From an optimization exercise on the open Yosys and OpenROAD flow, aimed at small area; shortcuts taken in it are not production practice. At most, simulation tests tie the RTL to the original design; equivalence was not proved. Power is estimated from default activity; no workload was simulated.

== the baseline ==
## dcpu16_cpu
module dcpu16_cpu ( 
   g_wre, g_stb, g_dto, g_adr, f_wre, f_stb, f_dto, f_adr,
   rst, g_dti, g_ack, f_dti, f_ack, clk
   );
Settings: LEC_CHECK=0, CAP_MARGIN=0, CORE_MARGIN=2, CORE_UTILIZATION=60, CTS_BUF_LIST=sky130_fd_sc_hd__clkbuf_16, CTS_CLUSTER_DIAMETER=100, CTS_CLUSTER_SIZE=20, SLEW_MARGIN=0; clock period 10.0 ns.
standard.sh (not shown) runs the stock make flow with config.mk's settings and CLKGATE_MAP_FILE= SYNTH_SCRIPT=/design/flow/synth_recipe.tcl, a recipe that flattens the netlist after the stock synthesis.
==> flow/flow/run.sh <==
#!/bin/bash
# Standard ORFS layout, with the port buffers made from the smallest buffer
# cell instead of the platform default. Each tool's output is logged by ORFS
# under orfs/logs; this script's own output goes to run_flow.log.
set -e
export BUFFER_PORTS_ARGS="-buffer_cell sky130_fd_sc_hd__buf_1"
bash standard.sh > run_flow.log 2>&1
[inputs] the candidate vs the baseline
--- a/flow/design.v
+++ b/flow/design.v
@@ -10,18 +10,32 @@
       for (i = 0; i < 24; i = i + 1) begin : col
         wire a = s[j][i], b = pp[i], ci = (i > 0) ? c[j][i-1] : 1'b0;
         assign s[j+1][i] = a ^ b ^ ci;
         assign c[j+1][i] = (a & b) | (a & ci) | (b & ci);
       end
     end
   endgenerate
   assign m = s[8] + {c[8][22:0], 1'b0};
 endmodule
+module dcpu16_add (s, a, b, ci);
+   output [15:0] s;
+   input [15:0]  a, b;
+   input 	 ci;
+   wire [16:0] 	 c;
+   assign c[0] = ci;
+   genvar 	 i;
+   generate
+      for (i = 0; i < 16; i = i + 1) begin : fa
+	 assign s[i] = a[i] ^ b[i] ^ c[i];
+	 assign c[i+1] = (a[i] & b[i]) | (a[i] & c[i]) | (b[i] & c[i]);
+      end
+   endgenerate
+endmodule  
 module dcpu16_ctl ( 
    ireg, pha, opc, rra, rwa, rwe, bra,
    CC, wpc, f_dti, clk, ena, rst
    );
    output [15:0] ireg;
    output [1:0]  pha;
    output [3:0]  opc;
    output [2:0]  rra,
 		 rwa;
@@ -141,48 +155,51 @@
    wire 		Fspi = (fg[5:0] == 6'h18);  
    wire 		Fspr = (fg[5:0] == 6'h19);  
    wire 		Fspd = (fg[5:0] == 6'h1A);  
    wire 		Frsp = (fg[5:0] == 6'h1B);  
    wire 		Frpc = (fg[5:0] == 6'h1C);  
    wire 		Fnwi = (fg[5:0] == 6'h1E);  
    wire 		Fnwl = (fg[5:0] == 6'h1F);  
    wire 		Fnw = Fnwr | Fnwi | Fnwl;  
    wire 		Fmem = Find | Fnwr | Fspr | Fspi | Fspd | Fnwi;
-   wire [15:0] 		pcInc = regPC + 16'd1;
+   wire [15:0] 		pcInc;
+   dcpu16_add pc0 (.s(pcInc), .a(regPC), .b(16'd0), .ci(1'b1));
    wire 		pcUp = (pha == 2'o2) | (g_stb & ~pha[1]);
    wire [15:0] 		rpc = (wpc) ? regR : (bra) ? regB : (pcUp) ? pcInc : regPC;
    always @(posedge clk)
      if (rst) begin
 	regPC <= 16'h0;
 	wpc <= 1'h0;
      end else if (ena) begin
 	regPC <= (pha == 2'o1) ? rpc : (pcUp) ? pcInc : regPC;
 	if (pha == 2'o1)
 	  wpc <= Frpc & CC;
      end
    wire 		spDn = (pha == 2'o1) ? ~Fjsr : (fg[1] | Fjsr);
-   wire [15:0] 		spAdj = regSP + {{(15){spDn}}, 1'b1};
+   wire [15:0] 		spAdj;
+   dcpu16_add sp0 (.s(spAdj), .a(regSP), .b({(16){spDn}}), .ci(~spDn));
    always @(posedge clk)
      if (rst) begin
 	regSP <= 16'hFFFF;
 	wsp <= 1'h0;
      end else if (ena) begin
 	case (pha)
 	  2'o1: if (wsp) regSP <= regR;
 	  2'o3: if (Fspi | Fspd | Fjsr) regSP <= spAdj;
 	  2'o0: if (Fspi | Fspd) regSP <= spAdj;
 	  default: ;
 	endcase
 	if (pha == 2'o1)
 	  wsp <= Frsp & CC;
      end
    wire [15:0] 		nxB = (g_stb) ? g_dti : (_rd) ? rrd : regB;
-   wire [15:0] 		nwr = rrd + g_dti;
+   wire [15:0] 		nwr;
+   dcpu16_add ea0 (.s(nwr), .a(rrd), .b(g_dti), .ci(1'b0));
    reg [15:0] 		ec;
    always @* begin
       ec = (Eind) ? rrd :
 	   (Enwr) ? nwr :
 	   (Epsh | Epek) ? regSP :
 	   (Epop) ? spAdj :
 	   (Enwi) ? g_dti :
 	   16'h0;
    end
- The candidate: full flow OK, the timing, design-rule and antenna checks passed
- Status: clock power parity (the candidate, the baseline)
- Compared the candidate vs the baseline, and endpoint arrival time on the critical path is down in the candidate.
- Status: final standard cell area without fillers parity (the candidate, the baseline)
- The candidate has post-route minimum period below what the baseline had.
- Cmp the candidate vs the baseline: relative max-transition margin lower in the candidate
- Sort the baseline and the candidate by critical path depth in cells, descending, and the baseline comes first.
- Between the baseline and the candidate, the flow reports final cell count increasing slightly.
- Sort the baseline and the candidate by netlist area before placement, descending, and the candidate comes first.
- Count of fill cells added during filler insertion (the candidate vs. the baseline) increases by a few percent
- Compare the baseline and the candidate | non-clock buffer total of the final layout lower: the candidate
The RTL of the candidate was laid out without a check of its function.


run G:
dcpu16_cpu, a different RTL version from the one above (not shown whole).
Size in the first run: ~2300 cells after synthesis, about 100 I/O pins.
Design dcpu16_cpu, start of the top module:
module dcpu16_cpu ( 
   g_wre, g_stb, g_dto, g_adr, f_wre, f_stb, f_dto, f_adr,
   rst, g_dti, g_ack, f_dti, f_ack, clk
   );
==> flow/config.mk <==
export PLATFORM = sky130hd
export DESIGN_NAME = dcpu16_cpu
export DESIGN_NICKNAME = dcpu16_cpu
export VERILOG_FILES = /design/flow/design.v
export SDC_FILE = /design/flow/constraint.sdc
export NUM_CORES = 4
export LEC_CHECK = 0
export CAP_MARGIN = 0
export CORE_MARGIN = 2
export CORE_UTILIZATION = 60
export CTS_BUF_LIST = sky130_fd_sc_hd__clkbuf_16
export CTS_CLUSTER_DIAMETER = 100
export CTS_CLUSTER_SIZE = 20
export SLEW_MARGIN = 0
==> flow/constraint.sdc <==
create_clock -name core_clock -period 10.0 [get_ports {clk}]
set_input_delay 2.0000 -clock core_clock [delete_from_list [all_inputs] [get_ports {clk}]]
set_output_delay 2.0000 -clock core_clock [all_outputs]
set_load 0.01 [all_outputs]
Scripts as last shown in full above: flow/flow/run.sh
## Diff of input files: run D against run G
diff --git a/flow/design.v b/flow/design.v
--- a/flow/design.v
+++ b/flow/design.v
@@ -297,17 +297,13 @@
    wire 		oMul = (opc == 4'h4);
    wire 		oSub = (opc == 4'h3) | (opc[3:2] == 2'b11);
    wire 		oOne = (opc == 4'h2) | oSub;
    wire 		oZb = oOne;
    wire [3:0] 		sht = (pha[1]) ? nxB[3:0] : regB[3:0];
    wire [3:0] 		shs = sht ^ {(4){oShr}};
-   wire 		shlBig = |regB[15:5];
-   wire 		shrBig = |regB[15:4];
-   wire 		shBig = (pha[1]) ? ((oShr) ? |nxB[15:4] : |nxB[15:5]) :
-			((oShr) ? shrBig : shlBig);
-   wire [7:0] 		yOh = (8'd1 << shs[2:0]) & {(8){(shs[3] ^ pha[1]) & ~shBig}};
+   wire [7:0] 		yOh = (8'd1 << shs[2:0]) & {(8){shs[3] ^ pha[1]}};
    wire [7:0] 		yB = (pha[1]) ? nxB[7:0] : regB[15:8];
    wire [7:0] 		mY = (oShl | oShr) ? yOh :
 			     (oMul) ? yB :
 			     {7'd0, oOne & pha[1]};
    wire [15:0] 		mX = regA ^ {(16){oSub & pha[1]}};
    wire [15:0] 		mZ = (pha[1]) ? (nxB & {(16){oZb}}) : P[23:8];
@@ -318,34 +314,36 @@
    wire [31:0] 		prod = {mM, P[7:0]};
    always @(posedge clk)
      if (ena & (pha == 2'o3))
        P <= mM;
    wire 		c = prod[16];
    wire 		zz = (prod[15:0] == 16'hFFFF);  
+   wire 		shlBig = |regB[15:5];
+   wire 		shrBig = |regB[15:4];
    assign f_dto = regR;
    assign rwd = regR;
    always @(posedge clk)
      if (rst) begin
 	CC <= 1'h0;
 	regO <= 16'h0;
 	regR <= 16'h0;
      end else if (ena & (pha == 2'o0)) begin
 	case (opc)
 	  4'h2: regO <= {15'd0,c};
 	  4'h3: regO <= {(16){c}};
 	  4'h4: regO <= prod[31:16];
-	  4'h7: regO <= (regB[4]) ? prod[15:0] : prod[31:16];
-	  4'h8: regO <= prod[30:15];
+	  4'h7: regO <= (shlBig) ? 16'd0 : (regB[4]) ? prod[15:0] : prod[31:16];
+	  4'h8: regO <= (shrBig) ? 16'd0 : prod[30:15];
 	  default: ;
 	endcase
 	case (opc)
 	  4'h0: regR <= regA;
 	  4'h1: regR <= regB;
 	  4'h2, 4'h4: regR <= prod[15:0];
 	  4'h3: regR <= ~prod[15:0];
-	  4'h7: regR <= (regB[4]) ? 16'd0 : prod[15:0];
+	  4'h7: regR <= (shlBig | regB[4]) ? 16'd0 : prod[15:0];
 	  4'h9: regR <= regA & regB;
 	  4'hA: regR <= regA | regB;
 	  4'hB: regR <= regA ^ regB;
 	  default: regR <= 16'h0;
 	endcase
 	case (opc)
Findings:
Compared with run G, in run D largest net degree at the start of global routing fell by 9.9%; non-clock buffer count went down; leakage power fell 0.12 nW.
Going from run G to run D, the minimum period implied by the final worst setup slack was found to have gone up by 0.11 ns.
Comparing run G and run D, post-placement worst setup slack is higher on run G.
Summary — wire length of the first global-routing pass, run D relative to run G: lower, by about 2%.
In run D the combined area of all synthesized cells turned out 180 µm² higher than in run G.
Of run G and run D, run G shows the lower hold slack, with run D above it.
Core utilization was higher in the run labelled run D.
Routed wire length for run D: 3.3% down relative to run G
Only the layout flow was run in run G; the RTL was not checked for function there.

==> static timing again, ports no longer ideal <==
No port has a modelled driver above. Below, the same layouts with a new extraction and two added sets of constraints. Step 1 (the two cells are an assumption about what drives the block):
set clk [get_ports {clk}]
set_driving_cell -lib_cell sky130_fd_sc_hd__clkbuf_16 $clk
set_driving_cell -lib_cell sky130_fd_sc_hd__buf_2 [delete_from_list [all_inputs] $clk]
Step 2 moves the port delays by t, midway between the first and last clock arrival at a register: inputs arrive t later, outputs are due t later. That takes back most of the time a late clock gives input paths. Three values: ideal, step 1, step 2; two values: the first two.
| run | t, ns | setup WS [ns] | worst setup path at the end |
|---|---|---|---|
| the baseline | 0.607 | 0.451 / 0.477 / -0.130 | input to register |
| the candidate | 0.606 | 0.525 / 0.534 / -0.072 | input to register |
| run G | 0.601 | 0.542 / 0.570 / -0.031 | input to register |
| run D | 0.615 | 0.429 / 0.425 / -0.190 | input to register |
With both steps, setup timing fails in every run listed, where it was met with ideal ports. For run D, which loses most, drivers alone change the setup slack by -0.004 ns; drivers and shift together by -0.619 ns.
